From an optimization exercise on the open Yosys and OpenROAD flow, aimed at small area; shortcuts taken in it are not production practice.
Only simulation tests tie the RTL to the original design; equivalence was not proved.
Power and IR drop assume default switching activity.

==> design/flow/design.v <==
module alu (
    input  wire [7:0] a,
    input  wire [7:0] b,
    input  wire [2:0] op,
    output reg  [7:0] result,
    output wire       equal_out,
    output wire       carry_out
);
    wire       sub = (op == 3'd1);
    wire [7:0] bx  = b ^ {8{sub}};
    wire [8:0] c;
    wire [7:0] s;
    assign c[0] = sub;
    genvar i;
    generate
        for (i = 0; i < 8; i = i + 1) begin : FA
            assign s[i]   = a[i] ^ bx[i] ^ c[i];
            assign c[i+1] = (a[i] & bx[i]) | (c[i] & (a[i] ^ bx[i]));
        end
    endgenerate
    wire       big = |b[7:3];
    wire       rt  = op[0];
    wire [7:0] ar  = {a[0], a[1], a[2], a[3], a[4], a[5], a[6], a[7]};
    wire [7:0] sh  = (rt ? ar : a) << b[2:0];
    wire [7:0] shr = {sh[0], sh[1], sh[2], sh[3], sh[4], sh[5], sh[6], sh[7]};
    wire [7:0] shv = big ? 8'd0 : (rt ? shr : sh);
    assign equal_out = (op == 3'd5) & (a == b);
    assign carry_out = (op == 3'd0) & c[8];
    always @(*) begin
        case (op)
            3'd0, 3'd1: result = s;
            3'd2:       result = a & b;
            3'd3:       result = a | b;
            3'd4:       result = ~a;
            3'd6, 3'd7: result = shv;
            default:    result = 8'd0;
        endcase
    end
endmodule
module sram_64x8 (
    input  wire       clk,
    input  wire       arst_n,
    input  wire [5:0] tau,        
    input  wire       swept,      
    input  wire       wr_req,     
    input  wire [5:0] addr,       
    input  wire [7:0] wdata,      
    output wire [7:0] rdata
);
    reg        wr_late;
    reg  [7:0] ring_e [0:31];     
    reg  [7:0] ring_o [0:31];     
    wire [5:0] pos = addr + tau;           
    wire       now = wr_req & ~pos[0];     
    wire       wr  = now | wr_late;
    wire [4:0] port = pos[5:1];            
    wire [7:0] wd  = swept ? wdata : 8'd0;
    wire [7:0] ring_q = pos[0] ? ring_o[pos[5:1]] : ring_e[pos[5:1]];
    assign rdata = ring_q ^ {8{pos[1] ^ pos[0]}};
    always @(posedge clk or negedge arst_n) begin
        if (!arst_n) begin
            wr_late <= 1'b0;
        end else begin
            wr_late <= wr_req & pos[0];
        end
    end
    integer q;
    always @(posedge clk) begin
        ring_e[0] <= ring_o[31];
        for (q = 1; q < 32; q = q + 1)
            ring_e[q] <= ring_o[q-1];
    end
    always @(posedge clk or negedge arst_n) begin
        if (!arst_n) begin
            for (q = 0; q < 32; q = q + 1)
                ring_o[q] <= (q % 2 == 0) ? 8'hff : 8'h00;
        end else begin
            for (q = 0; q < 32; q = q + 1)
                ring_o[q] <= ~(((wr & (port == q)) | ~swept) ? (wd ^ {8{q[0]}}) : ring_e[q]);
        end
    end
endmodule
module uc_8bits (
    input  wire        clk,
    input  wire        clk_valid,
    input  wire        arst_n,
    input  wire [7:0]  in,
    input  wire [15:0] flash_data,
    output wire [7:0]  out0, out1,
    output wire [11:0] pc_out,
    output wire        bootstrapping,
    output wire        cu_state,
    output wire        equal_flag, carry_flag,
    output wire        out_select
);
    reg        state;
    reg [11:0] pc;
    reg [3:0]  op;           
    reg [3:0]  rd;           
    reg [7:0]  ab;           
    reg [7:0]  a_q;          
    reg [1:0]  fl_src;       
    reg [1:0]  fl;           
    reg [7:0]  out_gpio;
    reg        out_sel;
    reg [5:0]  tau;
    reg        swept;        
    wire [3:0] f_op = flash_data[15:12];
    wire [3:0] ra   = ab[7:4];
    wire [3:0] rb   = ab[3:0];
    wire       f_rd_d  = (f_op == 4'd2) | (f_op == 4'd7);
    wire       ex_st   = (op == 4'd2);
    wire [3:0] rp_addr = state ? (ex_st ? flash_data[11:8] : rb)
                               : (f_rd_d ? flash_data[11:8] : flash_data[7:4]);
    wire [7:0] rp;
    wire [7:0] alu_y;
    wire       alu_eq, alu_c;
    alu ALU (.a(a_q), .b(rp), .op(op[2:0]), .result(alu_y),
             .equal_out(alu_eq), .carry_out(alu_c));
    wire       ex_v = clk_valid & state;
    reg        st_prev;      
    reg  [7:0] st_next;      
    wire [7:0] sram_q;
    sram_64x8 SRAM (.clk(clk), .arst_n(arst_n), .tau(tau), .swept(swept),
                    .wr_req(ex_v & (ex_st | st_prev)),
                    .addr({ra[1:0], rb}), .wdata(ex_st ? a_q : st_next),
                    .rdata(sram_q));
    wire        taken = (op == 4'd3) | ((op == 4'd4) & fl[1]) | ((op == 4'd5) & fl[0]);
    wire [11:0] pc_d  = taken ? {rd, ab} : pc + 12'd1;
    wire [7:0]  in_val = (pc_d[11:9] == 3'd0) ? flash_data[7:0] : in;
    always @(posedge clk or negedge arst_n) begin
        if (!arst_n) begin
            state <= 1'b0;
            pc    <= 12'd0;
            op    <= 4'd0;
            st_prev <= 1'b0;
        end else if (clk_valid) begin
            state <= ~state;
            if (!state) begin
                pc <= pc_d;
                op <= f_op;
                st_prev <= (op == 4'd2);
            end
        end
    end
    always @(posedge clk) begin
        if (clk_valid & ~state) begin
            rd <= flash_data[11:8];
            ab <= flash_data[7:0];
        end
        if (!state)
            a_q <= (f_op == 4'd6) ? in_val : rp;
        if (state & ex_st)
            st_next <= rp;
    end
    always @(posedge clk or negedge arst_n) begin
        if (!arst_n) begin
            fl_src   <= 2'b00;
            fl       <= 2'b00;
            out_gpio <= 8'd0;
            out_sel  <= 1'b0;
        end else if (clk_valid) begin
            if (state) begin
                fl_src <= {alu_eq, alu_c};
                if (op == 4'd7) begin
                    out_gpio <= a_q;
                    out_sel  <= rb[0];
                end
            end else begin
                fl <= fl_src;
            end
        end
    end
    always @(posedge clk or negedge arst_n) begin
        if (!arst_n) begin
            tau   <= 6'd0;
            swept <= 1'b0;
        end else begin
            tau   <= tau + 6'd1;
            swept <= 1'b1;
        end
    end
    wire       rf_we = ex_v & (op[3] | (op == 4'd1) | (op == 4'd6));
    wire [7:0] rf_wd = op[3] ? alu_y : (op[1] ? a_q : sram_q);
    regfile_ring RF (.clk(clk), .arst_n(arst_n), .tau(tau[3:0]), .swept(swept),
                     .wr_req(rf_we), .waddr(rd), .wdata(rf_wd),
                     .raddr(rp_addr), .rdata(rp));
    assign pc_out        = pc;
    assign bootstrapping = (pc[11:9] == 3'd0);
    assign cu_state      = state;
    assign equal_flag    = fl[1];
    assign carry_flag    = fl[0];
    assign out_select    = out_sel;
    assign out0          = out_sel ? 8'd0 : out_gpio;
    assign out1          = out_sel ? out_gpio : 8'd0;
endmodule
module regfile_ring (
    input  wire       clk,
    input  wire       arst_n,
    input  wire [3:0] tau,
    input  wire       swept,
    input  wire       wr_req,
    input  wire [3:0] waddr,      
    input  wire [7:0] wdata,      
    input  wire [3:0] raddr,
    output wire [7:0] rdata
);
    reg        wr_late;
    reg  [7:0] wbuf;
    reg  [7:0] ring_e [0:7];
    reg  [7:0] ring_o [0:7];
    wire [3:0] wpos = waddr + tau;
    wire       now  = wr_req & ~wpos[0];
    wire       wr   = now | wr_late;
    wire [2:0] port = wpos[3:1];
    wire [7:0] wd   = swept ? (wr_late ? wbuf : wdata) : 8'd0;
    wire [3:0] rpos = raddr + tau;
    wire [7:0] ring_q = (rpos[0] ? ring_o[rpos[3:1]] : ring_e[rpos[3:1]])
                        ^ {8{rpos[1] ^ rpos[0]}};
    assign rdata = (wr_late & (raddr == waddr)) ? wbuf : (swept ? ring_q : 8'd0);
    always @(posedge clk or negedge arst_n) begin
        if (!arst_n) wr_late <= 1'b0;
        else         wr_late <= wr_req & wpos[0];
    end
    integer q;
    always @(posedge clk) begin
        wbuf <= wdata;
        ring_e[0] <= ring_o[7];
        for (q = 1; q < 8; q = q + 1)
            ring_e[q] <= ring_o[q-1];
    end
    always @(posedge clk or negedge arst_n) begin
        if (!arst_n) begin
            for (q = 0; q < 8; q = q + 1)
                ring_o[q] <= (q % 2 == 0) ? 8'hff : 8'h00;
        end else begin
            for (q = 0; q < 8; q = q + 1)
                ring_o[q] <= ~(((wr & (port == q)) | ~swept) ? (wd ^ {8{q[0]}}) : ring_e[q]);
        end
    end
endmodule
==> design/flow/flow/run.sh <==
#!/bin/bash
# The standard layout (standard.sh) with these changes to how it is made:
# - clock tree synthesis without dummy loads and with larger sink clusters
# - plain buf_1 port buffers
set -euo pipefail
here=$(pwd)
sed "s|^source \$::env(SCRIPTS_DIR)/synth.tcl|proc abc {args} { set i [lsearch \$args -script]; lset args [expr {\$i+1}] $here/flow/abc_area.script; yosys abc {*}\$args }\nsource \$::env(SCRIPTS_DIR)/synth.tcl|" synth_recipe.tcl > flow_synth.tcl
sed "s|SYNTH_SCRIPT=[^ ]*|SYNTH_SCRIPT=$here/flow_synth.tcl|" standard.sh > flow_standard.sh
export CTS_ARGS="-sink_clustering_enable -repair_clock_nets -dont_use_dummy_load -buf_list sky130_fd_sc_hd__clkbuf_8 -sink_clustering_size 16 -sink_clustering_max_diameter 60"
export BUFFER_PORTS_ARGS="-buffer_cell sky130_fd_sc_hd__buf_1"
bash flow_standard.sh > standard_flow.log 2>&1
==> design/flow/flow/abc_area.script <==
strash
dch -f
amap
strash
dch -f
amap
topo
stime -c
buffer -c
upsize -c
dnsize -c
==> design/flow/standard.sh <==
#!/bin/bash
# synth_recipe.tcl (not shown) runs the flow's synth.tcl, then flattens the netlist and writes it again
# the make line also repeats each setting of config.mk as NAME=value (left out here)
make -C /OpenROAD-flow-scripts/flow DESIGN_CONFIG=/design/flow/config.mk WORK_HOME=/design/flow/orfs CLKGATE_MAP_FILE= SYNTH_SCRIPT=/design/flow/synth_recipe.tcl "${@:-finish}"
==> design/flow/config.mk <==
export PLATFORM = sky130hd
export DESIGN_NAME = uc_8bits
export DESIGN_NICKNAME = uc_8bits
export VERILOG_FILES = /design/flow/design.v
export SDC_FILE = /design/flow/constraint.sdc
export NUM_CORES = 4
export LEC_CHECK = 0
export ABC_AREA = 1
export CAP_MARGIN = 0
export CORE_MARGIN = 2
export CORE_UTILIZATION = 70
export GPL_TIMING_DRIVEN = 0
export SLEW_MARGIN = 0
==> design/flow/constraint.sdc <==
create_clock -name core_clock -period 10.0 [get_ports {clk}]
set_input_delay 2.0000 -clock core_clock [delete_from_list [all_inputs] [get_ports {clk}]]
set_output_delay 2.0000 -clock core_clock [all_outputs]
set_load 0.01 [all_outputs]
==> flow_metrics.py, run 1 <==
metrics = {
    "critical_path": {
        "worst-path-max-fanout": 11,
        "crit_slowest_cell": "a2111oi_1",
        "crit_family": "compound AO/OA/AOI/OAI gates",
        "reg2reg_slack_ps": 1070,
        "crit_arrival_ps": 10260,
        "critPathLaunch": "flash_data[12]",
        "crit_required_ps": 10620,
        "crit_buf_inv": 9,
        "reg2reg_from": "op[1]",
        "crit_path_start_kind": "input port",
        "critical_path_class": "input port to flip-flop",
        "cp_slowest_stage_delay_ps": 570,
        "cp-end-kind": "flip-flop",
        "cpMostUsedCell": "fa_1",
    },
    "timing": {
        "tightestPinTransition_ps": 1710,
        "slew_headroom_pct": -14.9,
        "period_minus_slack_ps": 9640,
        "clock-skew-final_ps": 71.4,
        "fin_hold_ws_ps": 337,
        "min_period_over_period_pct": 96.4,
        "finalHoldViolCount": 0,
        "setup-tns-final_ps": 0,
        "maxClockFrequency_ghz": 0.104,
        "timing.final.max_slew_violations": 11,
        "setup_viol": 0,
    },
    "routing": {
        "wire_per_inst_um": 32.8,
        "drt_iter0_drc": 4377,
        "wl_um": 99900,
        "vias": 23389,
        "drtAntennaViolNets": 0,
        "drc": 0,
        "first_pass_iters": 12,
        "via_per_inst": 7.67,
    },
    "job": {
        "cap_violations": 2,
    },
    "synth": {
        "synth_common_cells": "328 x dfxtp_1, 313 x nor2_1, 231 x o22ai_1",
        "synthFlopType": "dfxtp_1",
        "netlist_area_sq_mm": 0.0265,
        "yosysMostFrequentCell": "dfxtp_1",
        "yosysSeqAreaShare_pct": 62.8,
        "synth_top_area_cell": "dfxtp_1",
        "synthDistinctLibCells": 64,
        "synth_edf_count": 28,
        "syn_nets": 2468,
        "yosys_register_bits": 716,
        "async_flop_share_pct": 50.3,
        "synthTopCellsByArea": "dfxtp_1 25%, dfrtp_1 19%, dfstp_2 16%, o22ai_1 5.5%, nor2_1 4.4%",
        "avgSynthCellArea_sq_um": 11.0,
        "syn_inst": 2401,
        "yosysTopAreaCellShare_pct": 24.8,
        "yosys_warnings": 8,
    },
    "clock_network": {
        "cts_buffers": 51,
        "cts.sinks": 716,
        "clk_latency_ps": 720,
        "clkTransAtPathRegs_ps": 110,
        "cts_root_buf": "clkbuf_8",
        "cts_max_path_buffers": 3,
        "cts_tree": "yes",
        "cts.hold.buffers_added": 0,
        "cts-htree-levels": 2,
    },
    "outcome": {
        "status": "finished with violations",
        "violations": "max-capacitance violations, max-slew violations",
    },
    "power": {
        "p_per_area_mw_per_mm2": 241,
        "p_int_uw": 4450,
        "combPwrFrac_pct": 25.2,
        "switching_share_pct": 35.4,
        "ir_worst_vdd_v": 0.000175,
        "power_frac_clock_pct": 19.9,
        "seqPwrFrac_pct": 54.9,
        "p_leak_uw": 0.0113,
        "switchingPower_uw": 2440,
    },
    "grt": {
        "grt_max_degree": 40,
        "antenna_found_initial": 6,
        "grtUsageTotal_pct": 50.9,
        "grt_overflow": 0,
        "grt_pass1_vias": 22006,
        "grt_pass1_wl_um": 143000,
    },
    "place": {
        "io_buffers": 59,
        "post-dp-hpwl_um": 70700,
        "gp_congestion": 1.14,
    },
    "layout": {
        "fillers": 2570,
        "diodes": 0,
        "area_delta_synth_final_pct": 7.94,
        "layout-drive-gt1-share_pct": 12.1,
        "seqCellArea_sq_mm": 0.0166,
        "multi_input_area_sq_mm": 0.00908,
        "nNetsFinal": 2607,
    },
    "die": {
        "num_io_pins": 60,
        "core_sq_mm": 0.0375,
        "die_h_um": 198,
        "start_util_pct": 70.6,
        "die_area_sq_mm": 0.0394,
        "die_w_um": 198,
        "fp-row-count": 71,
    },
    "min_path": {
        "min_from": "SRAM.ring_o[29][0]",
        "hold_path_class": "flip-flop to flip-flop",
    },
}
[metrics by stage]
step	std cells	power [uW]	util [%]	setup WS, ps	instance area (sq um)
2_1_floorplan	2401	4720	-	977	26500
3_3_place_gp	2971	5320	72.9	-11390	27300
3_5_place_dp	2987	5390	73.7	-1010	27600
4_1_cts	3038	6690	75.7	2.86	28400
5_1_grt	3049	7080	76.2	-22.7	28600
6_report	3049	6890	76.2	359	28600
[cell type report]
class                      instances  area share [%]
clock buffer                      51            2.46
sequential                       716            58.2
inverter                         125            1.66
multi-input combinational       1435            31.8
buffer                           125            1.71
timing repair buffer              86            2.01
tap                              511            2.24
[what timing repair did]
action                     4_1_cts  5_1_grt
setup endpoints to repair       16       26
resized for setup                8       26
pin swaps                        0        5
setup buffers                    0       10
[worst register-to-register path: cells and delay by family, from the launching register on]
| family | cells | cell delay (ps) |
|---|---|---|
| flip-flops | 1 | 440 |
| buffers and inverters | 8 | 1480 |
| AND/OR/NAND/NOR | 7 | 1020 |
| AO/OA/AOI/OAI | 14 | 3290 |
| adder cells (fa/ha/maj) | 7 | 2650 |
[placed cells by master, fill, tap and decap left out, types with 61 or more instances in the layout]
cell type and instances:
clkbuf_1 109, dfstp_2 160, o22ai_1 230, a21oi_1 217, dfxtp_1 328, a222oi_1 91
a22oi_1 87, nand2_1 76, dfrtp_1 200, buf_1 61, nor2_1 313, inv_1 104
[power by group through the flow]
stage	Combinational, uW	Clock, uW	Sequential, uW
finish	1740	1370	3790
global route	1840	1430	3810
CTS	1600	1330	3760
detailed placement	1590	0	3810
global placement	1530	0	3790
floorplan	1040	0	3680
[worst paths after layout]
kind | endpoint | depth (start not counted)
setup / recovery | RF.ring_o[0][6] | 37
hold / removal | SRAM.ring_e[30][0] | 0
max in group asynchronous | SRAM.ring_o[22][6] | 5
min in group asynchronous | RF.ring_o[5][3] | 1
setup reg to reg | RF.ring_o[0][6] | 36
hold reg to reg | SRAM.ring_e[30][0] | 0
[state kept, by name, indices dropped and copies added, names as in the netlist, 4 cells and up]
register	count
SRAM.ring_e	256
rd	4
tau	6
st_next	8
op	4
pc	12
RF.wbuf	8
RF.ring_o	64
ab	8
SRAM.ring_o	256
RF.ring_e	64
out_gpio	8
a_q	8
[per-layer routing]
metal  GRT usage (%)  share of wire (%)  vias to the layer above
li1                -                  -                     9291
met1            68.7                 35                    11120
met2            66.6                 38                     2450
met3            23.9                 19                      518
met4            29.6                7.6                       10
met5            1.28               0.12                        -
[cells by family (layout without fill, tap and decap cells)]
group           Yosys count  after routing  synth area share (%)
compound gates          877            877                  23.0
xor+xnor                  1              1                0.0331
fa+ha+maj                40             40                  2.17
buf+inv                 250            387                  3.58
flops                   716            716                  62.8
other cells               1              1                0.0142
simple gates            516            516                  8.38
==> inputs of run 2 (changes only) <==
--- a/design/flow/config.mk
+++ b/design/flow/config.mk
@@ -8,6 +8,5 @@
 export ABC_AREA = 1
-export CAP_MARGIN = 0
+export CAP_MARGIN = 10
 export CORE_MARGIN = 2
-export CORE_UTILIZATION = 70
-export GPL_TIMING_DRIVEN = 0
-export SLEW_MARGIN = 0
+export CORE_UTILIZATION = 55
+export SLEW_MARGIN = 10
==> run 2 against run 1 <==
- now clean on timing, DRC and antenna
- highest routed layer unchanged
- largest power group unchanged
- area after synthesis is the same
- final area grew 0.31%
- sequential power is essentially flat
==> flow_metrics.py, run 2 <==
metrics = {
    "outcome": {
        "status": "timing/DRC/antenna clean",
    },
    "layout": {
        "reg.largest.list": "SRAM.ring_e: 256 flops, SRAM.ring_o: 256 flops",
        "area_delta_synth_final_pct": 8.28,
        "layout-drive-gt1-share_pct": 14.8,
        "diodes": 0,
        "mostFrequentLayoutCell": "dfxtp_1",
        "nNetsFinal": 2555,
        "mostFrequentLayoutCells": "328 x dfxtp_1, 306 x nor2_1, 231 x o22ai_1",
    },
    "synth": {
        "synth_top_family_by_area": "compound AO/OA/AOI/OAI gates",
        "yosysSeqAreaShare_pct": 62.8,
        "syn_nets": 2468,
        "synth_common_cells": "328 x dfxtp_1, 313 x nor2_1, 231 x o22ai_1",
        "synth_compound_area_share_pct": 23.0,
        "synthFlopType": "dfxtp_1",
        "synth_top_area_cell": "dfxtp_1",
        "synthSimpleGateAreaFrac_pct": 8.38,
        "synth_edf_count": 28,
        "synth-adder-area-share_pct": 2.17,
        "syn_inst": 2401,
        "avgSynthCellArea_sq_um": 11.0,
        "netlist_area_sq_mm": 0.0265,
        "synth-xor-area-share_pct": 0.0331,
        "yosysTopAreaCellShare_pct": 24.8,
        "yosys_warnings": 8,
        "async_flop_share_pct": 50.3,
        "yosysMostFrequentCell": "dfxtp_1",
        "yosys_register_bits": 716,
        "synthTopCellsByArea": "dfxtp_1 25%, dfrtp_1 19%, dfstp_2 16%, o22ai_1 5.5%, nor2_1 4.4%",
        "synth.area.mux_share_pct": 0,
        "synthDistinctLibCells": 64,
    },
    "timing": {
        "clock-skew-final_ps": 88.8,
        "tightestPinTransition_ps": 1340,
        "slew_headroom_pct": 10.5,
        "maxClockFrequency_ghz": 0.107,
        "setup_viol": 0,
        "timing.final.max_slew_violations": 0,
        "min_period_over_period_pct": 93.5,
        "finalHoldViolCount": 0,
        "worst_slack_ps": 654,
        "period_minus_slack_ps": 9350,
    },
    "critical_path": {
        "crit_buf_inv": 9,
        "reg2reg_depth": 35,
        "cp-end-kind": "flip-flop",
        "crit_family": "compound AO/OA/AOI/OAI gates",
        "crit_arrival_ps": 9940,
        "crit_slowest_cell": "fa_1",
        "cp_slowest_stage_delay_ps": 430,
        "worst-path-max-fanout": 11,
        "critical_path_class": "input port to flip-flop",
        "r2r-end": "RF.ring_o[7][7]",
        "reg2reg_from": "op[1]",
        "crit_required_ps": 10600,
        "reg2reg_slack_ps": 900,
        "crit_path_start_kind": "input port",
        "cpMostUsedCell": "fa_1",
    },
    "power": {
        "finalPower_uw": 6870,
        "p_per_area_mw_per_mm2": 240,
        "p_leak_uw": 0.0114,
        "ir_worst_vdd_v": 0.000152,
    },
    "min_path": {
        "hold_depth": 0,
        "min_to": "SRAM.ring_e[20][3]",
        "min_from": "SRAM.ring_o[19][3]",
        "hold_path_class": "flip-flop to flip-flop",
    },
    "grt": {
        "grt_max_degree": 133,
        "grt_pass1_vias": 20598,
        "grt_pass1_wl_um": 140000,
        "antenna_found_initial": 3,
        "grtUsageTotal_pct": 38.3,
        "grt_overflow": 0,
    },
    "die": {
        "die_w_um": 223,
        "fp-row-count": 80,
        "die_h_um": 223,
        "num_io_pins": 60,
        "die_area_sq_mm": 0.0499,
        "start_util_pct": 55.6,
        "core_sq_mm": 0.0476,
    },
    "place": {
        "pre_cts_ws_ps": -187,
        "io_buffers": 59,
        "post-dp-hpwl_um": 65900,
        "gp_congestion": 0.996,
    },
    "routing": {
        "drtAntennaViolNets": 0,
        "drc": 0,
        "drt_iter0_drc": 3551,
        "via_per_inst": 6.89,
        "vias": 21368,
        "wire_per_inst_um": 30.8,
        "first_pass_iters": 9,
        "wl_um": 95600,
    },
    "clock_network": {
        "cts_tree": "yes",
        "cts_max_path_buffers": 3,
        "cts-htree-levels": 2,
        "cts_buffers": 54,
        "cts.sinks": 716,
        "clkTransAtPathRegs_ps": 100,
        "clk_latency_ps": 720,
        "cts_root_buf": "clkbuf_8",
    },
    "job": {
        "cap_violations": 0,
    },
}
## run 2: cell types whose count changed in the layout (fill, tap and decap cells not counted), moves of 5 or more
cell	previous run	this run
buf_4	15	96
nor2_2	2	10
o21ai_1	17	11
o221ai_4	2	9
buf_2	10	0
buf_12	9	1
o21ai_0	27	32
clkbuf_1	109	0
nor2_1	313	306
o221ai_1	16	9
o31ai_2	10	1
nor3_4	5	0
o31ai_1	4	13
## run 2: cells by family (layout without fill, tap and decap cells)
kind of cell | after synthesis | in the layout
other cells | 1 | 1
buf+inv | 250 | 335
xor+xnor | 1 | 1
simple gates | 516 | 516
flops | 716 | 716
compound gates | 877 | 877
fa+ha+maj | 40 | 40
## run 2: per-stage QoR
| step | cells | TNS, ps | utilization [%] | hold slack [ps] | cell area [sq um] |
|---|---|---|---|---|---|
| after floorplan | 2401 | 0 | - | 339 | 26500 |
| after global placement | 3047 | 0 | 58.6 | 349 | 27900 |
| after detailed placement | 3047 | -1380 | 58.6 | 352 | 27900 |
| after CTS | 3101 | 0 | 60.1 | 344 | 28700 |
| after global routing | 3101 | -12.9 | 60.2 | 357 | 28700 |
| final | 3101 | 0 | 60.2 | 337 | 28700 |
## run 2: cell type report
class,instances,area (sq um)
flip-flops and latches,716,16600
well taps,615,769
multi-input cells,1435,9100
fillers,4030,19000
clock buffers,54,743
repair buffers,156,966
inverters,125,469
## run 2: routing by layer
metal / track usage [%] / wire, um
met4: 12.8 / 3330
met2: 52.7 / 39100
met5: 0.489 / 34
met3: 13.9 / 13700
met1: 55.9 / 39400
## run 2: repair_timing
action                                  in CTS  in global routing
endpoints found under the setup margin       0                 14
buffers inserted                             0                  0
hold buffers                                 0                  0
resized for setup                            0                  2
## run 2: worst max-delay path by stage
stage | from | to | slack (ps) | depth (start not counted)
3_3_place_gp | flash_data[12] | RF.ring_o[6][7] | 50 | 39
4_1_cts | flash_data[12] | RF.ring_o[4][7] | 520 | 39
6_report | flash_data[12] | RF.ring_o[7][7] | 650 | 39
3_5_place_dp | flash_data[12] | RF.ring_o[2][7] | -190 | 39
2_1_floorplan | flash_data[12] | RF.ring_o[2][7] | 980 | 37
5_1_grt | flash_data[12] | RF.ring_o[2][7] | -7 | 39
## run 2: power by group
part	leakage (uW)	total, uW	switching (uW)	internal [uW]
registers	0.00725	3810	379	3430
clock network	0.000388	1390	908	482
logic	0.00377	1660	1090	570
total	0.0114	6870	2380	4490
## run 2: worst register-to-register path, delay by kind of cell (launching register included)
kind | cells | cell delay (ps)
AO/OA/AOI/OAI | 11 | 2270
adder cells (fa/ha/maj) | 9 | 3520
buffers and inverters | 9 | 1260
flip-flops | 1 | 700
AND/OR/NAND/NOR | 6 | 1290
==> inputs of run 3 (changes only) <==
==> design/flow/flow/abc_area.script (replaced) <==
strash
dch -f
amap
strash
dch -f
amap
topo
--- a/design/flow/config.mk
+++ b/design/flow/config.mk
@@ -10,3 +10,3 @@
 export CORE_MARGIN = 2
-export CORE_UTILIZATION = 55
+export CORE_UTILIZATION = 60
 export SLEW_MARGIN = 10
==> run 3 against run 2 <==
- final cell count fell by 2.2%
- die area decreased by 10%
- utilization rose by 6.4 points
- highest routed layer unchanged
- still clean on timing, DRC and antenna
- non-clock buffer count grew 1
- area after synthesis down 2.2%
==> flow_metrics.py, run 3 <==
metrics = {
    "clock_network": {
        "cts_max_path_buffers": 3,
        "cts_root_buf": "clkbuf_8",
        "cts-htree-levels": 2,
        "cts_tree": "yes",
        "clkTransAtPathRegs_ps": 100,
        "cts_buffers": 53,
        "cts_setup_buffers": 0,
        "clk_latency_ps": 740,
        "cts.sinks": 716,
    },
    "critical_path": {
        "crit_arrival_ps": 9900,
        "cpMostUsedCell": "fa_1",
        "critPathLaunch": "op[1]",
        "reg2reg_from": "op[1]",
        "r2r-end": "RF.ring_o[0][7]",
        "crit_path_start_kind": "flip-flop",
        "cp-end-kind": "flip-flop",
        "crit_family": "adder cells",
        "reg2reg_slack_ps": 700,
        "critical_path_class": "flip-flop to flip-flop",
        "endpoint": "RF.ring_o[0][7]",
        "worst-path-max-fanout": 14,
        "cp_slowest_stage_delay_ps": 790,
        "reg2reg_depth": 38,
        "crit_cells": 38,
        "crit_slowest_cell": "fa_1",
        "crit_buf_inv": 10,
        "crit_required_ps": 10600,
    },
    "grt": {
        "grt_pass1_vias": 20679,
        "use_met2_pct": 60.5,
        "grt_pass1_wl_um": 135000,
        "busiest_layer": "met2",
        "grtUsageTotal_pct": 41.3,
        "grt_max_degree": 143,
        "grt_overflow": 0,
        "antenna_found_initial": 1,
        "grt_util_met3_pct": 9.75,
        "grtUsageMet1_pct": 54.8,
    },
    "layout": {
        "reg.largest.list": "SRAM.ring_e: 256 flops, SRAM.ring_o: 256 flops",
        "instances_no_fill": 3032,
        "finish.utilization_pct": 66.6,
        "mostFrequentLayoutCell": "dfxtp_1",
        "nNetsFinal": 2555,
        "seqCellArea_sq_mm": 0.0166,
        "layout-drive-gt1-share_pct": 13.6,
        "area_delta_synth_final_pct": 10.0,
        "fillers": 3379,
        "fin_area_sq_mm": 0.0285,
        "multi_input_area_sq_mm": 0.00901,
        "mostFrequentLayoutCells": "328 x dfxtp_1, 308 x nor2_1, 233 x o22ai_1",
        "diodes": 0,
    },
    "routing": {
        "wire_per_inst_um": 30.4,
        "via_per_inst": 7.12,
        "drtAntennaViolNets": 0,
        "first_pass_iters": 10,
        "drt_iter0_drc": 3470,
        "drc": 0,
        "wl_um": 92100,
        "vias": 21591,
    },
    "synth": {
        "avgSynthCellArea_sq_um": 11.4,
        "synth_edf_count": 28,
        "yosys_register_bits": 716,
        "synthTopCellsByArea": "dfxtp_1 25%, dfrtp_1 19%, dfstp_2 16%, o22ai_1 5.6%, nor2_1 4.6%",
        "synthFlopType": "dfxtp_1",
        "yosysSeqAreaShare_pct": 64.2,
        "netlist_area_sq_mm": 0.0259,
        "synthDistinctLibCells": 48,
        "synth_top_area_cell": "dfxtp_1",
        "synth_common_cells": "328 x dfxtp_1, 316 x nor2_1, 233 x o22ai_1",
        "async_flop_share_pct": 50.3,
        "syn_nets": 2343,
        "yosys_warnings": 8,
        "yosysMostFrequentCell": "dfxtp_1",
        "yosysTopAreaCellShare_pct": 25.4,
        "syn_inst": 2276,
    },
    "job": {
        "cap_violations": 0,
    },
    "timing": {
        "tightestPinTransition_ps": 1280,
        "slew_headroom_pct": 14.7,
        "rsz0062_at_grt": "false",
        "min_period_over_period_pct": 93.0,
        "timing.final.max_slew_violations": 0,
        "clock-skew-final_ps": 108,
        "period_minus_slack_ps": 9300,
        "setup-tns-final_ps": 0,
        "maxClockFrequency_ghz": 0.107,
        "finalHoldViolCount": 0,
        "setup_viol": 0,
    },
    "power": {
        "ir_worst_vdd_v": 0.000177,
        "finalPower_uw": 6800,
        "p_per_area_mw_per_mm2": 239,
        "p_leak_uw": 0.0110,
    },
    "die": {
        "die_w_um": 212,
        "start_util_pct": 60.5,
        "die_h_um": 212,
        "num_io_pins": 60,
        "fp-row-count": 76,
        "core_sq_mm": 0.0428,
        "die_area_sq_mm": 0.0448,
    },
    "place": {
        "dpl.cell_count": 2979,
        "place_area_sq_mm": 0.0277,
        "io_buffers": 59,
        "post-dp-hpwl_um": 63400,
        "gp_congestion": 1.03,
    },
    "min_path": {
        "hold_path_class": "flip-flop to flip-flop",
        "hold_depth": 0,
    },
    "outcome": {
        "status": "timing/DRC/antenna clean",
    },
}
run 3: cell types whose count changed in the layout (fill, tap and decap cells not counted), moves of 3 or more:
cell | before | now
inv_2 | 11 | 0
o21ai_1 | 11 | 2
or2_2 | 4 | 0
o221ai_1 | 9 | 13
inv_1 | 105 | 0
clkinv_1 | 9 | 124
o21ai_0 | 32 | 41
or2_0 | 0 | 4
o221ai_2 | 3 | 0
run 3: cell families (layout without fill, tap and decap cells):
family	after synthesis	in the layout	share of synthesized area, %
compound gates	877	877	23.3
xor+xnor	1	1	0.0338
fa+ha+maj	40	40	2.22
buf+inv	125	335	1.81
flops	716	716	64.2
other cells	1	1	0.0145
simple gates	516	516	8.46
run 3: metal layers:
| metal | up-vias | routed length, um |
|---|---|---|
| met3 | 353 | 10200 |
| met1 | 10499 | 34500 |
| met5 | - | 12 |
| met4 | 2 | 7500 |
| li1 | 9187 | - |
| met2 | 1550 | 39800 |
run 3: timing repair:
action | 4_1_cts | 5_1_grt
setup endpoints to repair | 0 | 12
resized for setup | 0 | 2
hold buffers | 0 | 0
run 3: how the worst min path moves through the flow:
stage,startpoint,slack [ps],endpoint
after detailed placement,SRAM.ring_o[29][2],350,SRAM.ring_e[30][2]
final,SRAM.ring_o[25][7],320,SRAM.ring_e[26][7]
after floorplan,SRAM.ring_o[25][5],340,SRAM.ring_e[26][5]
after global placement,SRAM.ring_o[13][7],350,SRAM.ring_e[14][7]
after CTS,SRAM.ring_o[25][7],340,SRAM.ring_e[26][7]
after global routing,SRAM.ring_o[25][7],360,SRAM.ring_e[26][7]
run 3: power breakdown:
| part | internal, uW | switching, uW | total [uW] | leakage [uW] |
|---|---|---|---|---|
| Sequential | 3430 | 368 | 3800 | 0.00725 |
| Combinational | 562 | 1070 | 1630 | 0.00337 |
| Clock | 474 | 890 | 1360 | 0.000381 |
| Total | 4470 | 2330 | 6800 | 0.0110 |
run 3: cell type report:
type	count	share of cell area, %
Clock buffer	53	2.56
Inverter	125	1.66
Multi-Input combinational cell	1435	31.6
Sequential cell	716	58.3
Tap cell	546	2.40
Timing Repair Buffer	157	3.42
run 3: per-stage QoR:
stage               hold slack [ps]  setup slack, ps
global route                    364             20.9
floorplan                       340             65.7
global placement                349             50.3
CTS                             343              525
detailed placement              350             48.1
finish                          320              697
==> inputs of run 4 (changes only) <==
==> design/flow/flow/abc_area.script (replaced) <==
strash
dch -f
amap
strash
dch -f
amap
strash
dch -f
amap
strash
dch -f
amap
topo
==> run 4 against run 3 <==
- clock power hardly changed
- clock skew is 23 ps lower
- critical path depth is 3 higher
- fmax is 0.39% lower
- final area is 0.22% higher
- register-to-register slack better by 180 ps
- first-iteration DRC count is 12% higher
- total power is 0.77% higher
- utilization is 0.15 points higher
- final cell count is 0.76% higher
- worst hold slack better by 24 ps
- non-clock buffer count is 24 higher
==> flow_metrics.py, run 4 <==
metrics = {
    "critical_path": {
        "cp_slowest_stage_delay_ps": 430,
        "critical_path_class": "input port to flip-flop",
        "crit_required_ps": 10580,
        "cp-end-kind": "flip-flop",
        "cpMostUsedCell": "clkinv_1",
        "crit_arrival_ps": 9920,
        "crit_slowest_cell": "fa_1",
        "crit_path_start_kind": "input port",
        "worst-path-max-fanout": 8,
    },
    "power": {
        "switching_share_pct": 34.4,
        "ir_worst_vdd_v": 0.000180,
        "p_per_area_mw_per_mm2": 240,
        "p_leak_uw": 0.0111,
        "power_frac_clock_pct": 20.1,
        "switchingPower_uw": 2360,
        "combPwrFrac_pct": 24.7,
        "seqPwrFrac_pct": 55.3,
        "p_int_uw": 4500,
    },
    "min_path": {
        "hold_path_class": "flip-flop to flip-flop",
    },
    "timing": {
        "setup_viol": 0,
        "period_minus_slack_ps": 9340,
        "finalHoldViolCount": 0,
        "rsz0062_at_grt": "false",
        "setup-tns-final_ps": 0,
        "tightestPinTransition_ps": 1340,
        "slew_headroom_pct": 10.3,
        "clock-skew-final_ps": 84.5,
        "maxClockFrequency_ghz": 0.107,
        "min_period_over_period_pct": 93.4,
        "timing.final.max_slew_violations": 0,
    },
    "clock_network": {
        "clkTransAtPathRegs_ps": 100,
        "clk_latency_ps": 740,
        "cts_tree": "yes",
        "cts_resized": 0,
        "cts_root_buf": "clkbuf_8",
        "cts-htree-levels": 2,
        "cts.sinks": 716,
        "cts.hold.buffers_added": 0,
        "cts_setup_buffers": 0,
        "cts_buffers": 52,
        "cts_max_path_buffers": 3,
    },
    "synth": {
        "yosys_warnings": 8,
        "yosysTopAreaCellShare_pct": 25.4,
        "yosysSeqAreaShare_pct": 64.2,
        "synthDistinctLibCells": 55,
        "synth_common_cells": "328 x dfxtp_1, 320 x nor2_1, 236 x o22ai_1",
        "synthTopCellsByArea": "dfxtp_1 25%, dfrtp_1 19%, dfstp_2 16%, o22ai_1 5.7%, nor2_1 4.6%",
        "synthFlopType": "dfxtp_1",
        "synth_top_area_cell": "dfxtp_1",
        "netlist_area_sq_mm": 0.0259,
        "syn_nets": 2343,
        "yosysMostFrequentCell": "dfxtp_1",
        "avgSynthCellArea_sq_um": 11.4,
        "syn_inst": 2276,
        "yosys_register_bits": 716,
        "async_flop_share_pct": 50.3,
        "synth_edf_count": 28,
    },
    "die": {
        "core_sq_mm": 0.0428,
        "num_io_pins": 60,
        "die_w_um": 212,
        "die_h_um": 212,
        "die_area_sq_mm": 0.0448,
        "fp-row-count": 76,
        "start_util_pct": 60.5,
    },
    "place": {
        "io_buffers": 59,
        "gp_congestion": 1.03,
        "post-dp-hpwl_um": 65300,
        "place_area_sq_mm": 0.0278,
    },
    "layout": {
        "reg.largest.list": "SRAM.ring_e: 256 flops, SRAM.ring_o: 256 flops",
        "mostFrequentLayoutCells": "328 x dfxtp_1, 318 x nor2_1, 236 x o22ai_1",
        "nNetsFinal": 2578,
        "fin_area_sq_mm": 0.0285,
        "mostFrequentLayoutCell": "dfxtp_1",
        "layout-drive-gt1-share_pct": 14.3,
        "area_delta_synth_final_pct": 10.3,
        "diodes": 0,
    },
    "grt": {
        "grt_pass1_vias": 21597,
        "grt_max_degree": 72,
        "antenna_found_initial": 0,
        "grt_pass1_wl_um": 142000,
        "grtUsageTotal_pct": 43.8,
        "grt_overflow": 0,
    },
    "routing": {
        "wire_per_inst_um": 32.0,
        "drt_iter0_drc": 3878,
        "drtAntennaViolNets": 0,
        "wl_um": 97900,
        "vias": 22091,
        "via_per_inst": 7.23,
        "first_pass_iters": 8,
        "drc": 0,
    },
    "job": {
        "cap_violations": 0,
    },
    "outcome": {
        "status": "timing/DRC/antenna clean",
    },
}
run 4: changes by cell type after synthesis, sizes merged, moves of 5 or more:
cell     change
nand4        +5
o21ai        -7
a22oi       -24
or3          -9
a21oi        +5
nor2b       +13
a22o        -14
o32ai        +8
a2111oi      -5
a222oi      +26
a221oi      -15
run 4: worst paths after layout:
check | start | to | slack (ps) | depth (start not counted)
setup reg to reg | op[1] | RF.ring_o[0][7] | 880 | 43
setup / recovery | flash_data[12] | RF.ring_o[0][7] | 660 | 41
hold reg to reg | SRAM.ring_o[7][5] | SRAM.ring_e[8][5] | 340 | 0
hold / removal | SRAM.ring_o[7][5] | SRAM.ring_e[8][5] | 340 | 0
min in group asynchronous | arst_n | SRAM.ring_o[7][3] | 1280 | 1
max in group asynchronous | arst_n | SRAM.ring_o[29][1] | 6440 | 3
run 4: metal layers:
layer / track usage [%] / vias to the layer above / wire (um)
met1: 55.7 / 10647 / 34700
met5: 0 / - / 0
met4: 28.2 / 0 / 7500
li1: - / 9238 / -
met3: 13.2 / 431 / 13000
met2: 65.4 / 1775 / 42700
run 4: kinds of logic (layout without fill, tap and decap cells):
logic type | Yosys count | in the layout | synth area share, %
XOR/XNOR | 1 | 1 | 0.0339
flip-flops | 716 | 716 | 64.2
buffers and inverters | 125 | 358 | 1.81
other | 1 | 1 | 0.0145
AO/OA/AOI/OAI | 851 | 851 | 22.6
adder cells (fa/ha/maj) | 40 | 40 | 2.22
AND/OR/NAND/NOR | 542 | 542 | 9.06
run 4: final cells by class:
class,instances,area (sq um)
inverters,125,473
flip-flops and latches,716,16600
clock buffers,52,716
well taps,546,683
repair buffers,181,1140
multi-input cells,1435,8910
fillers,3353,14200
run 4: per-stage QoR:
| step | power, uW | utilization [%] | cells | setup WS [ps] | hold WS (ps) |
|---|---|---|---|---|---|
| 6_report | 6850 | 66.7 | 3055 | 660 | 344 |
| 5_1_grt | 7110 | 66.7 | 3055 | 122 | 357 |
| 4_1_cts | 6770 | 66.7 | 3055 | 597 | 359 |
| 3_5_place_dp | 5450 | 65.0 | 3003 | -79.3 | 351 |
| 3_3_place_gp | 5430 | 65.0 | 3002 | 51.7 | 346 |
| 2_1_floorplan | 4690 | - | 2276 | 62.3 | 340 |
run 4: critical path, delay by kind of cell:
| kind | cells | cell delay (ps) |
|---|---|---|
| buf+inv | 13 | 1750 |
| compound gates | 16 | 2860 |
| fa+ha+maj | 8 | 2870 |
| simple gates | 4 | 410 |
run 4: power by group through the flow:
stage          clock (uW)  combinational [uW]  sequential (uW)
6_report             1380                1690             3790
5_1_grt              1470                1810             3820
4_1_cts              1360                1640             3770
3_5_place_dp            0                1630             3820
3_3_place_gp            0                1600             3820
2_1_floorplan           0                 999             3690
==> inputs of run 5 (changes only) <==
==> design/flow/flow/abc_area.script (replaced) <==
strash
dch -f
amap
strash
dch -f
amap
topo
--- a/design/flow/config.mk
+++ b/design/flow/config.mk
@@ -10,3 +10,3 @@
 export CORE_MARGIN = 2
-export CORE_UTILIZATION = 60
+export CORE_UTILIZATION = 65
 export SLEW_MARGIN = 10
==> run 5 against run 4 <==
- die area decreased by 7.5%
- sequential power is essentially flat
- final area fell by 0.30%
- critical path type unchanged
==> flow_metrics.py, run 5 <==
metrics = {
    "timing": {
        "rsz0062_at_grt": "false",
        "clock-skew-final_ps": 110,
        "min_period_over_period_pct": 94.2,
        "timing.final.max_slew_violations": 0,
        "slew_headroom_pct": 14.0,
        "setup_viol": 0,
        "finalHoldViolCount": 0,
        "period_minus_slack_ps": 9420,
        "setup-tns-final_ps": 0,
        "maxClockFrequency_ghz": 0.106,
        "tightestPinTransition_ps": 1290,
    },
    "layout": {
        "layout-drive-gt1-share_pct": 13.7,
        "reg.largest.list": "SRAM.ring_e: 256 flops, SRAM.ring_o: 256 flops",
        "fillers": 2818,
        "mostFrequentLayoutCell": "dfxtp_1",
        "nNetsFinal": 2561,
        "fin_area_sq_mm": 0.0285,
        "mostFrequentLayoutCells": "328 x dfxtp_1, 311 x nor2_1, 233 x o22ai_1",
        "area_delta_synth_final_pct": 9.94,
    },
    "die": {
        "core_sq_mm": 0.0395,
        "die_h_um": 204,
        "num_io_pins": 60,
        "start_util_pct": 65.5,
        "die_w_um": 204,
        "fp-row-count": 73,
        "die_area_sq_mm": 0.0414,
    },
    "clock_network": {
        "clkTransAtPathRegs_ps": 100,
        "clk_latency_ps": 740,
        "cts_tree": "yes",
        "cts_root_buf": "clkbuf_8",
        "cts_buffers": 52,
        "cts_max_path_buffers": 3,
        "cts_setup_buffers": 0,
        "cts-htree-levels": 2,
        "cts.sinks": 716,
    },
    "routing": {
        "first_pass_iters": 9,
        "drt_iter0_drc": 3709,
        "wl_um": 91800,
        "vias": 21878,
        "via_per_inst": 7.24,
        "wire_per_inst_um": 30.4,
        "drc": 0,
        "drtAntennaViolNets": 0,
    },
    "place": {
        "io_buffers": 59,
        "post-dp-hpwl_um": 62300,
        "gp_congestion": 1.03,
        "place_area_sq_mm": 0.0277,
    },
    "critical_path": {
        "cpMostUsedCell": "fa_1",
        "cp-end-kind": "flip-flop",
        "cp_slowest_stage_delay_ps": 450,
        "crit_slowest_cell": "fa_1",
        "worst-path-max-fanout": 10,
        "crit_path_start_kind": "input port",
        "crit_required_ps": 10590,
        "critical_path_class": "input port to flip-flop",
        "crit_arrival_ps": 10000,
    },
    "synth": {
        "synthFlopType": "dfxtp_1",
        "yosysMostFrequentCell": "dfxtp_1",
        "yosysTopAreaCellShare_pct": 25.4,
        "syn_inst": 2276,
        "yosys_warnings": 8,
        "netlist_area_sq_mm": 0.0259,
        "synthDistinctLibCells": 48,
        "synthTopCellsByArea": "dfxtp_1 25%, dfrtp_1 19%, dfstp_2 16%, o22ai_1 5.6%, nor2_1 4.6%",
        "synth_common_cells": "328 x dfxtp_1, 316 x nor2_1, 233 x o22ai_1",
        "yosys_register_bits": 716,
        "avgSynthCellArea_sq_um": 11.4,
        "synth_top_area_cell": "dfxtp_1",
        "syn_nets": 2343,
        "yosysSeqAreaShare_pct": 64.2,
        "synth_edf_count": 28,
        "async_flop_share_pct": 50.3,
    },
    "outcome": {
        "status": "timing/DRC/antenna clean",
    },
    "power": {
        "p_leak_uw": 0.0110,
        "ir_worst_vdd_v": 0.000200,
        "p_per_area_mw_per_mm2": 238,
    },
    "grt": {
        "grt_pass1_vias": 21371,
        "antenna_found_initial": 2,
        "grt_pass1_wl_um": 136000,
        "grt_max_degree": 68,
        "grt_overflow": 0,
        "grtUsageTotal_pct": 44.7,
    },
    "min_path": {
        "hold_path_class": "flip-flop to flip-flop",
    },
    "job": {
        "cap_violations": 0,
    },
}
-- run 5: critical path, delay by kind of cell --
kind                       cells  cell delay [ps]
and+or+nand+nor                5              540
adders and majority gates      8             3010
AOI/OAI and AO/OA             16             2940
buffers and inverters         10             1530
-- run 5: report_power, final --
part	internal, uW	switching, uW	total [uW]
Clock	465	901	1370
Sequential	3430	369	3800
Combinational	560	1060	1620
Total	4460	2330	6790
-- run 5: routing by layer --
metal / GRT usage [%] / share of wire (%) / vias up
li1: - / - / 9207
met1: 57.0 / 36 / 10471
met2: 66.2 / 43 / 1750
met3: 12.5 / 12 / 448
met4: 31.8 / 9.1 / 2
met5: 0 / 0.016 / -
-- run 5: path summary, 6_finish.rpt --
check,start,end,slack [ps],cells past startpoint
worst min register to register,SRAM.ring_o[29][5],SRAM.ring_e[30][5],320,0
max in group asynchronous,arst_n,SRAM.ring_o[27][5],6420,3
worst min-delay path,SRAM.ring_o[29][5],SRAM.ring_e[30][5],320,0
worst max-delay path,flash_data[12],RF.ring_o[0][7],580,39
min in group asynchronous,arst_n,SRAM.ring_o[11][1],1440,1
worst max register to register,op[1],RF.ring_o[0][7],800,41
-- run 5: repair_timing --
| item | in CTS | in global routing |
|---|---|---|
| endpoints found under the setup margin | 0 | 16 |
| resized for setup | 0 | 3 |
| hold buffers | 0 | 0 |
-- run 5: area by class of cell --
type	instances	area (sq um)	share of cell area [%]
Sequential cell	716	16600	58.4
Multi-Input combinational cell	1435	8970	31.5
Timing Repair Buffer	164	1010	3.56
Clock buffer	52	716	2.51
Tap cell	525	657	2.31
Inverter	125	473	1.66
Antenna cell	3	7.51	0.0264
-- run 5: kinds of logic after synthesis --
logic type	Yosys count	share of synthesized area [%]
compound gates	877	23.3
flops	716	64.2
simple gates	516	8.46
buf+inv	125	1.81
fa+ha+maj	40	2.22
xor+xnor	1	0.0338
other cells	1	0.0145
-- run 5: metrics by stage --
step | instances | power, uW | hold slack, ps | utilization [%] | setup WS [ps]
3_3_place_gp | 2965 | 5360 | 343 | 70.1 | -164
4_1_cts | 3017 | 6710 | 339 | 71.9 | 372
5_1_grt | 3017 | 7050 | 340 | 71.9 | 31.3
3_5_place_dp | 2965 | 5400 | 345 | 70.1 | -312
6_report | 3020 | 6790 | 316 | 72.0 | 582
2_1_floorplan | 2276 | 4670 | 340 | - | 65.7
==> inputs of run 6 (changes only) <==
--- a/design/flow/design.v
+++ b/design/flow/design.v
@@ -57,4 +57,3 @@
     wire [7:0] wd  = swept ? wdata : 8'd0;
-    wire [7:0] ring_q = pos[0] ? ring_o[pos[5:1]] : ring_e[pos[5:1]];
-    assign rdata = ring_q ^ {8{pos[1] ^ pos[0]}};
+    assign rdata = pos[0] ? ring_o[pos[5:1]] : ring_e[pos[5:1]];
     always @(posedge clk or negedge arst_n) begin
@@ -75,6 +74,6 @@
             for (q = 0; q < 32; q = q + 1)
-                ring_o[q] <= (q % 2 == 0) ? 8'hff : 8'h00;
+                ring_o[q] <= 8'd0;
         end else begin
             for (q = 0; q < 32; q = q + 1)
-                ring_o[q] <= ~(((wr & (port == q)) | ~swept) ? (wd ^ {8{q[0]}}) : ring_e[q]);
+                ring_o[q] <= ((wr & (port == q)) | ~swept) ? wd : ring_e[q];
         end
@@ -217,4 +216,3 @@
     wire [3:0] rpos = raddr + tau;
-    wire [7:0] ring_q = (rpos[0] ? ring_o[rpos[3:1]] : ring_e[rpos[3:1]])
-                        ^ {8{rpos[1] ^ rpos[0]}};
+    wire [7:0] ring_q = rpos[0] ? ring_o[rpos[3:1]] : ring_e[rpos[3:1]];
     assign rdata = (wr_late & (raddr == waddr)) ? wbuf : (swept ? ring_q : 8'd0);
@@ -234,8 +232,8 @@
             for (q = 0; q < 8; q = q + 1)
-                ring_o[q] <= (q % 2 == 0) ? 8'hff : 8'h00;
+                ring_o[q] <= 8'd0;
         end else begin
             for (q = 0; q < 8; q = q + 1)
-                ring_o[q] <= ~(((wr & (port == q)) | ~swept) ? (wd ^ {8{q[0]}}) : ring_e[q]);
-        end
-    end
-endmodule
+                ring_o[q] <= ((wr & (port == q)) | ~swept) ? wd : ring_e[q];
+        end
+    end
+endmodule
--- a/design/flow/config.mk
+++ b/design/flow/config.mk
@@ -8,5 +8,5 @@
 export ABC_AREA = 1
-export CAP_MARGIN = 10
+export CAP_MARGIN = 0
 export CORE_MARGIN = 2
-export CORE_UTILIZATION = 65
-export SLEW_MARGIN = 10
+export CORE_UTILIZATION = 70
+export SLEW_MARGIN = 0
==> run 6 against run 5 <==
- global-route usage is 1.2 points higher
- largest power group unchanged
- clock skew is 4.3 ps higher
- fmax is 0.52% lower
- register-to-register slack hardly changed
- combinational power is 12% lower
- sequential power is 4% lower
- final cell count is 2.8% higher
- routed wire length is 3.2% lower
- setup slack worse by 49 ps
- flip-flop and latch count stayed put
- still clean on timing, DRC and antenna
- synthesized cell count is 6.6% higher
==> flow_metrics.py, run 6 <==
metrics = {
    "clock_network": {
        "cts_root_buf": "clkbuf_8",
        "clkTransAtPathRegs_ps": 100,
        "cts.hold.buffers_added": 0,
        "cts.sinks": 716,
        "cts_setup_buffers": 0,
        "cts_tree": "yes",
        "clk_latency_ps": 730,
        "cts_max_path_buffers": 3,
        "cts-htree-levels": 2,
        "cts_buffers": 52,
    },
    "die": {
        "die_h_um": 197,
        "die_w_um": 197,
        "num_io_pins": 60,
        "fp-row-count": 70,
        "die_area_sq_mm": 0.0390,
        "start_util_pct": 71.4,
        "core_sq_mm": 0.0367,
    },
    "synth": {
        "synth_top_family_by_area": "compound AO/OA/AOI/OAI gates",
        "synthFlopType": "dfrtp_1",
        "synth_compound_area_share_pct": 23.0,
        "synth_common_cells": "360 x dfrtp_1, 336 x clkinv_1, 328 x dfxtp_1",
        "yosysTopAreaCellShare_pct": 34.4,
        "yosysMostFrequentCell": "dfrtp_1",
        "netlist_area_sq_mm": 0.0262,
        "yosys_register_bits": 716,
        "synth-xor-area-share_pct": 0.0334,
        "synth_top_area_cell": "dfrtp_1",
        "synthDistinctLibCells": 50,
        "synth-adder-area-share_pct": 2.20,
        "synthTopCellsByArea": "dfrtp_1 34%, dfxtp_1 25%, o22ai_1 6.1%, clkinv_1 4.8%, o21ai_0 4.6%",
        "synth.area.mux_share_pct": 0,
        "yosysSeqAreaShare_pct": 62.6,
        "synthSimpleGateAreaFrac_pct": 7.36,
        "syn_inst": 2426,
        "yosys_warnings": 8,
        "synth_edf_count": 28,
        "syn_nets": 2493,
        "avgSynthCellArea_sq_um": 10.8,
        "async_flop_share_pct": 50.3,
    },
    "critical_path": {
        "critPathLaunch": "flash_data[12]",
        "crit_path_start_kind": "input port",
        "crit_arrival_ps": 10050,
        "cp_slowest_stage_delay_ps": 500,
        "cpMostUsedCell": "clkinv_1",
        "critical_path_class": "input port to flip-flop",
        "worst-path-max-fanout": 8,
        "cp-end-kind": "flip-flop",
        "crit_slowest_cell": "o21ai_0",
        "reg2reg_from": "op[1]",
        "reg2reg_depth": 40,
        "crit_required_ps": 10580,
    },
    "timing": {
        "slew_headroom_pct": 3.50,
        "maxClockFrequency_ghz": 0.106,
        "clock-skew-final_ps": 115,
        "period_minus_slack_ps": 9470,
        "tightestPinTransition_ps": 1450,
        "timing.final.max_slew_violations": 0,
        "finalHoldViolCount": 0,
        "rsz0062_at_grt": "false",
        "worst_slack_ps": 533,
        "setup_viol": 0,
        "fin_hold_ws_ps": 299,
        "min_period_over_period_pct": 94.7,
    },
    "layout": {
        "fillers": 2371,
        "area_delta_synth_final_pct": 9.03,
        "nNetsFinal": 2704,
        "mostFrequentLayoutCell": "dfrtp_1",
        "layout-drive-gt1-share_pct": 6.26,
        "instances_no_fill": 3104,
        "mostFrequentLayoutCells": "359 x dfrtp_1, 336 x clkinv_1, 328 x dfxtp_1",
        "reg.largest.list": "SRAM.ring_e: 256 flops, SRAM.ring_o: 256 flops",
        "finish.utilization_pct": 77.9,
    },
    "min_path": {
        "min_from": "SRAM.ring_o[1][0]",
        "hold_path_class": "flip-flop to flip-flop",
        "hold_depth": 0,
    },
    "power": {
        "power_frac_clock_pct": 21.0,
        "ir_worst_vdd_v": 0.000195,
        "switchingPower_uw": 2150,
        "combPwrFrac_pct": 22.3,
        "p_int_uw": 4280,
        "p_per_area_mw_per_mm2": 225,
        "seqPwrFrac_pct": 56.7,
        "switching_share_pct": 33.4,
        "p_leak_uw": 0.0114,
        "finalPower_uw": 6430,
    },
    "grt": {
        "grt_overflow": 0,
        "grt_pass1_vias": 21714,
        "grt_pass1_wl_um": 133000,
        "antenna_found_initial": 0,
        "grt_max_degree": 176,
        "grtUsageTotal_pct": 45.9,
    },
    "routing": {
        "drt_iter0_drc": 3099,
        "wl_um": 88900,
        "first_pass_iters": 10,
        "vias": 22425,
        "wire_per_inst_um": 28.6,
        "drtAntennaViolNets": 0,
        "via_per_inst": 7.22,
        "drc": 0,
    },
    "job": {
        "cap_violations": 0,
    },
    "place": {
        "io_buffers": 59,
        "post-dp-hpwl_um": 62900,
        "pre_cts_ws_ps": -177,
        "gp_congestion": 1.03,
        "dpl.cell_count": 3051,
    },
    "outcome": {
        "status": "timing/DRC/antenna clean",
    },
}
[run 6: changes by cell type in the layout (fill, tap and decap cells not counted), moves of 16 or more]
| cell | before | now |
|---|---|---|
| clkinv_1 | 124 | 336 |
| o21ai_0 | 42 | 234 |
| a21oi_1 | 220 | 44 |
| nor2_1 | 311 | 140 |
| dfrtp_1 | 198 | 359 |
| dfstp_2 | 160 | 0 |
| nand2_1 | 76 | 210 |
| a22oi_1 | 87 | 42 |
| o22ai_1 | 233 | 256 |
| a222oi_1 | 91 | 74 |
| nand4_1 | 42 | 26 |
| o2bb2ai_1 | 0 | 16 |
[run 6: per-layer routing]
metal / routed length, um / GRT usage (%) / vias up
li1: - / - / 9438
met1: 30700 / 57.6 / 10693
met2: 39100 / 69.6 / 1859
met3: 11800 / 13.1 / 435
met4: 7270 / 31.5 / 0
met5: 0 / 0 / -
[run 6: through the flow]
stage	TNS (ps)	area [sq um]
floorplan	0	26200
global placement	0	27800
detailed placement	-1190	27800
CTS	0	28600
global route	0	28600
finish	0	28600
[run 6: what timing repair did]
action,in CTS,in global routing
gates resized for setup,0,1
endpoints found under the setup margin,0,8
hold endpoints to repair,0,0
[run 6: layout make-up]
cell class                 count  area (sq um)  share of cell area (%)
antenna                        1          2.50                 0.00876
clock buffer                  52           716                    2.50
inverter                     336          1260                    4.41
multi-input combinational   1374          8620                    30.2
sequential                   716         16400                    57.5
tap                          468           586                    2.05
timing repair buffer         157           973                    3.41
[run 6: critical path, delay by kind of cell]
kind,cells,cell delay [ps]
compound gates,17,3570
buf+inv,11,1360
simple gates,2,260
fa+ha+maj,8,2860
[run 6: cell families (layout without fill, tap and decap cells)]
| group | after synthesis | in the layout |
|---|---|---|
| AOI/OAI and AO/OA | 877 | 877 |
| xor gates and xnor gates | 1 | 1 |
| adders and majority gates | 40 | 40 |
| buffers and inverters | 336 | 545 |
| DFF | 716 | 716 |
| other | 1 | 2 |
| and+or+nand+nor | 455 | 455 |
[run 6: final timing paths]
check,end,slack (ps)
setup / recovery,RF.ring_o[0][7],530
hold / removal,SRAM.ring_e[2][0],300
setup reg to reg,RF.ring_o[0][7],800
hold reg to reg,SRAM.ring_e[2][0],300
max in group asynchronous,SRAM.ring_o[5][0],7240
min in group asynchronous,SRAM.ring_o[19][2],1240
[run 6: power groups by stage]
stage          Combinational, uW  Sequential [uW]  Clock (uW)
6_report                    1430             3650        1350
5_1_grt                     1530             3680        1440
2_1_floorplan                829             3580           0
3_3_place_gp                1340             3680           0
3_5_place_dp                1370             3690           0
4_1_cts                     1380             3630        1330
==> inputs of run 7 (changes only) <==
==> design/flow/flow/abc_area.script (replaced) <==
&get -n
&st
&dch -f
&nf -a -R 1000
&put
topo
==> run 7 against run 6 <==
- critical path depth fell by 2
- global-route usage fell by 5.3 points
- fmax rose by 2.2%
- worst hold slack improved by 29 ps
- sequential power rose by 11%
- sequential share of layout area barely moved
- final area barely moved
- total power rose by 27%
- synthesized cell count fell by 3.4%
- die area barely moved
==> flow_metrics.py, run 7 <==
metrics = {
    "outcome": {
        "status": "timing/DRC/antenna clean",
    },
    "power": {
        "p_leak_uw": 0.0120,
        "ir_worst_vdd_v": 0.000221,
        "p_per_area_mw_per_mm2": 285,
    },
    "die": {
        "die_h_um": 198,
        "die_w_um": 198,
        "start_util_pct": 71.3,
        "core_sq_mm": 0.0368,
        "fp-row-count": 70,
        "num_io_pins": 60,
        "die_area_sq_mm": 0.0390,
    },
    "place": {
        "dpl.cell_count": 2966,
        "post-dp-hpwl_um": 53800,
        "pre_cts_ws_ps": 233,
        "io_buffers": 59,
        "gp_congestion": 1.02,
    },
    "timing": {
        "finalHoldViolCount": 0,
        "setup-tns-final_ps": 0,
        "rsz0062_at_grt": "false",
        "min_period_over_period_pct": 92.7,
        "timing.final.max_slew_violations": 0,
        "period_minus_slack_ps": 9270,
        "worst_slack_ps": 735,
        "setup_viol": 0,
        "maxClockFrequency_ghz": 0.108,
        "tightestPinTransition_ps": 1220,
        "slew_headroom_pct": 18.4,
        "clock-skew-final_ps": 70.8,
        "fin_hold_ws_ps": 328,
    },
    "grt": {
        "antenna_found_initial": 0,
        "grt_pass1_wl_um": 119000,
        "grt_overflow": 0,
        "grt_max_degree": 158,
        "grtUsageTotal_pct": 40.6,
        "grt_pass1_vias": 20040,
    },
    "critical_path": {
        "crit_slowest_cell": "fa_1",
        "worst-path-max-fanout": 17,
        "cp_slowest_stage_delay_ps": 500,
        "crit_arrival_ps": 9880,
        "reg2reg_slack_ps": 1190,
        "r2r-end": "RF.ring_o[7][6]",
        "crit_required_ps": 10610,
        "reg2reg_from": "op[0]",
        "reg2reg_depth": 32,
        "cpMostUsedCell": "fa_1",
        "critical_path_class": "input port to flip-flop",
        "crit_path_start_kind": "input port",
        "cp-end-kind": "flip-flop",
    },
    "synth": {
        "syn_nets": 2411,
        "synthTopCellsByArea": "dfrtp_1 34%, dfxtp_1 25%, o21ai_0 6.2%, nand2_1 6.1%, a222oi_1 3.3%",
        "synth_top_area_cell": "dfrtp_1",
        "synthFlopType": "dfrtp_1",
        "synth_common_cells": "424 x nand2_1, 360 x dfrtp_1, 328 x dfxtp_1",
        "synthDistinctLibCells": 49,
        "yosysTopAreaCellShare_pct": 34.3,
        "syn_inst": 2344,
        "async_flop_share_pct": 50.3,
        "synth_edf_count": 28,
        "yosysMostFrequentCell": "nand2_1",
        "yosysSeqAreaShare_pct": 62.6,
        "netlist_area_sq_mm": 0.0262,
        "yosys_register_bits": 716,
        "yosys_warnings": 8,
        "avgSynthCellArea_sq_um": 11.2,
    },
    "layout": {
        "fillers": 2424,
        "area_delta_synth_final_pct": 8.89,
        "finish.utilization_pct": 77.7,
        "instances_no_fill": 3019,
        "mostFrequentLayoutCells": "424 x nand2_1, 359 x dfrtp_1, 328 x dfxtp_1",
        "reg.largest.list": "SRAM.ring_e: 256 flops, SRAM.ring_o: 256 flops",
        "nNetsFinal": 2618,
        "mostFrequentLayoutCell": "nand2_1",
        "layout-drive-gt1-share_pct": 6.51,
    },
    "min_path": {
        "hold_depth": 0,
        "hold_path_class": "flip-flop to flip-flop",
        "min_to": "SRAM.ring_e[30][6]",
        "min_from": "SRAM.ring_o[29][6]",
    },
    "clock_network": {
        "cts.hold.buffers_added": 0,
        "cts_setup_buffers": 0,
        "cts-htree-levels": 2,
        "cts_resized": 0,
        "cts_buffers": 51,
        "clkTransAtPathRegs_ps": 100,
        "cts_max_path_buffers": 3,
        "cts.sinks": 716,
        "cts_tree": "yes",
        "cts_root_buf": "clkbuf_8",
        "clk_latency_ps": 690,
    },
    "routing": {
        "via_per_inst": 6.85,
        "vias": 20678,
        "drc": 0,
        "wire_per_inst_um": 25.7,
        "wl_um": 77500,
        "drtAntennaViolNets": 0,
        "drt_iter0_drc": 2773,
        "first_pass_iters": 9,
    },
    "job": {
        "cap_violations": 0,
    },
}
[run 7: kinds of logic (layout without fill, tap and decap cells)]
kind of cell	count (synthesis)	count (layout)	synth area share (%)
flip-flops	716	716	62.6
AND/OR/NAND/NOR	711	711	11.6
AO/OA/AOI/OAI	707	707	17.8
multiplexers	93	93	3.86
XOR/XNOR	44	44	1.47
adder cells (fa/ha/maj)	40	40	2.19
buffers and inverters	32	237	0.458
other	1	3	0.0143
[run 7: final cells by class]
| cell class | instances | area [sq um] | area share, % |
|---|---|---|---|
| Sequential cell | 716 | 16400 | 57.5 |
| Timing Repair Buffer | 154 | 951 | 3.33 |
| Clock buffer | 51 | 702 | 2.46 |
| Inverter | 32 | 120 | 0.420 |
| Tap cell | 468 | 586 | 2.05 |
| Antenna cell | 2 | 5.00 | 0.0175 |
| Multi-Input combinational cell | 1596 | 9780 | 34.3 |
[run 7: how the worst max path moves through the flow]
| stage | start | to | slack, ps | cells past startpoint |
|---|---|---|---|---|
| global route | flash_data[12] | RF.ring_o[0][7] | 130 | 38 |
| CTS | flash_data[12] | RF.ring_o[7][7] | 890 | 38 |
| detailed placement | flash_data[12] | RF.ring_o[7][6] | 230 | 36 |
| global placement | flash_data[12] | RF.ring_o[2][7] | 410 | 38 |
| finish | flash_data[12] | RF.ring_o[7][6] | 730 | 36 |
| floorplan | flash_data[12] | RF.ring_o[0][7] | 80 | 33 |
[run 7: power breakdown]
group / internal, uW / switching, uW / total [uW] / leakage, uW
sequential: 3540 / 494 / 4040 / 0.00769
clock: 457 / 877 / 1330 / 0.000367
combinational: 968 / 1810 / 2780 / 0.00399
[run 7: per-layer routing]
layer  up-vias  part of all wire, %  track usage, %
met5         -                    0               0
met2      1333                   43            57.9
met3       212                   13            12.9
met4         0                  4.4            16.9
met1     10052                   39            58.0
li1       9081                    -               -
[run 7: through the flow]
stage,total power (uW),instance area [sq um]
floorplan,5590,26300
detailed placement,6750,27900
finish,8150,28600
global placement,6670,27900
CTS,8050,28600
global route,8560,28600
[run 7: worst max-delay path, delay by kind of cell]
| kind | cells | cell delay, ps |
|---|---|---|
| muxes | 2 | 560 |
| AOI/OAI and AO/OA | 8 | 1420 |
| adders and majority gates | 7 | 2680 |
| buffers and inverters | 6 | 760 |
| xor gates and xnor gates | 3 | 460 |
| and+or+nand+nor | 10 | 1970 |

-- separate check: timing with driven ports --
How much do the figures lean on ideal ports? The routed layouts below were timed once more, with nothing changed but the port constraints.
Step 1 (the two cells are an assumption about what drives the block):
set clk [get_ports {clk}]
set_driving_cell -lib_cell sky130_fd_sc_hd__clkbuf_16 $clk
set_driving_cell -lib_cell sky130_fd_sc_hd__buf_2 [delete_from_list [all_inputs] $clk]
Step 2, shift: input delay + t, output delay - t, t = (earliest + latest rising clock arrival at the registers) / 2. This alone moves slack from input paths to output paths.
Slacks: ideal / step 1 / step 2; pairs: ideal / step 1.
| run | t, ns | setup WS [ns] | worst setup path at the end | clock arrival spread, ns | worst slew at a driven data input, ns |
|---|---|---|---|---|---|
| run 1 | 0.723 | 0.359 / 0.380 / -0.343 | input to register | 0.104 / 0.104 | 0.04 |
| run 2 | 0.736 | 0.654 / 0.688 / -0.048 | input to register | 0.089 / 0.089 | 0.05 |
| run 3 | 0.739 | 0.697 / 0.697 / -0.001 | input to register | 0.107 / 0.107 | 0.04 |
| run 4 | 0.752 | 0.660 / 0.693 / -0.060 | input to register | 0.085 / 0.085 | 0.04 |
| run 5 | 0.732 | 0.582 / 0.614 / -0.118 | input to register | 0.118 / 0.117 | 0.03 |
| run 6 | 0.725 | 0.533 / 0.566 / -0.159 | input to register | 0.115 / 0.115 | 0.05 |
| run 7 | 0.717 | 0.735 / 0.772 / 0.055 | input to register | 0.071 / 0.071 | 0.04 |
For run 4, which loses most, drivers alone change the setup slack by +0.033 ns; drivers and shift together by -0.720 ns.
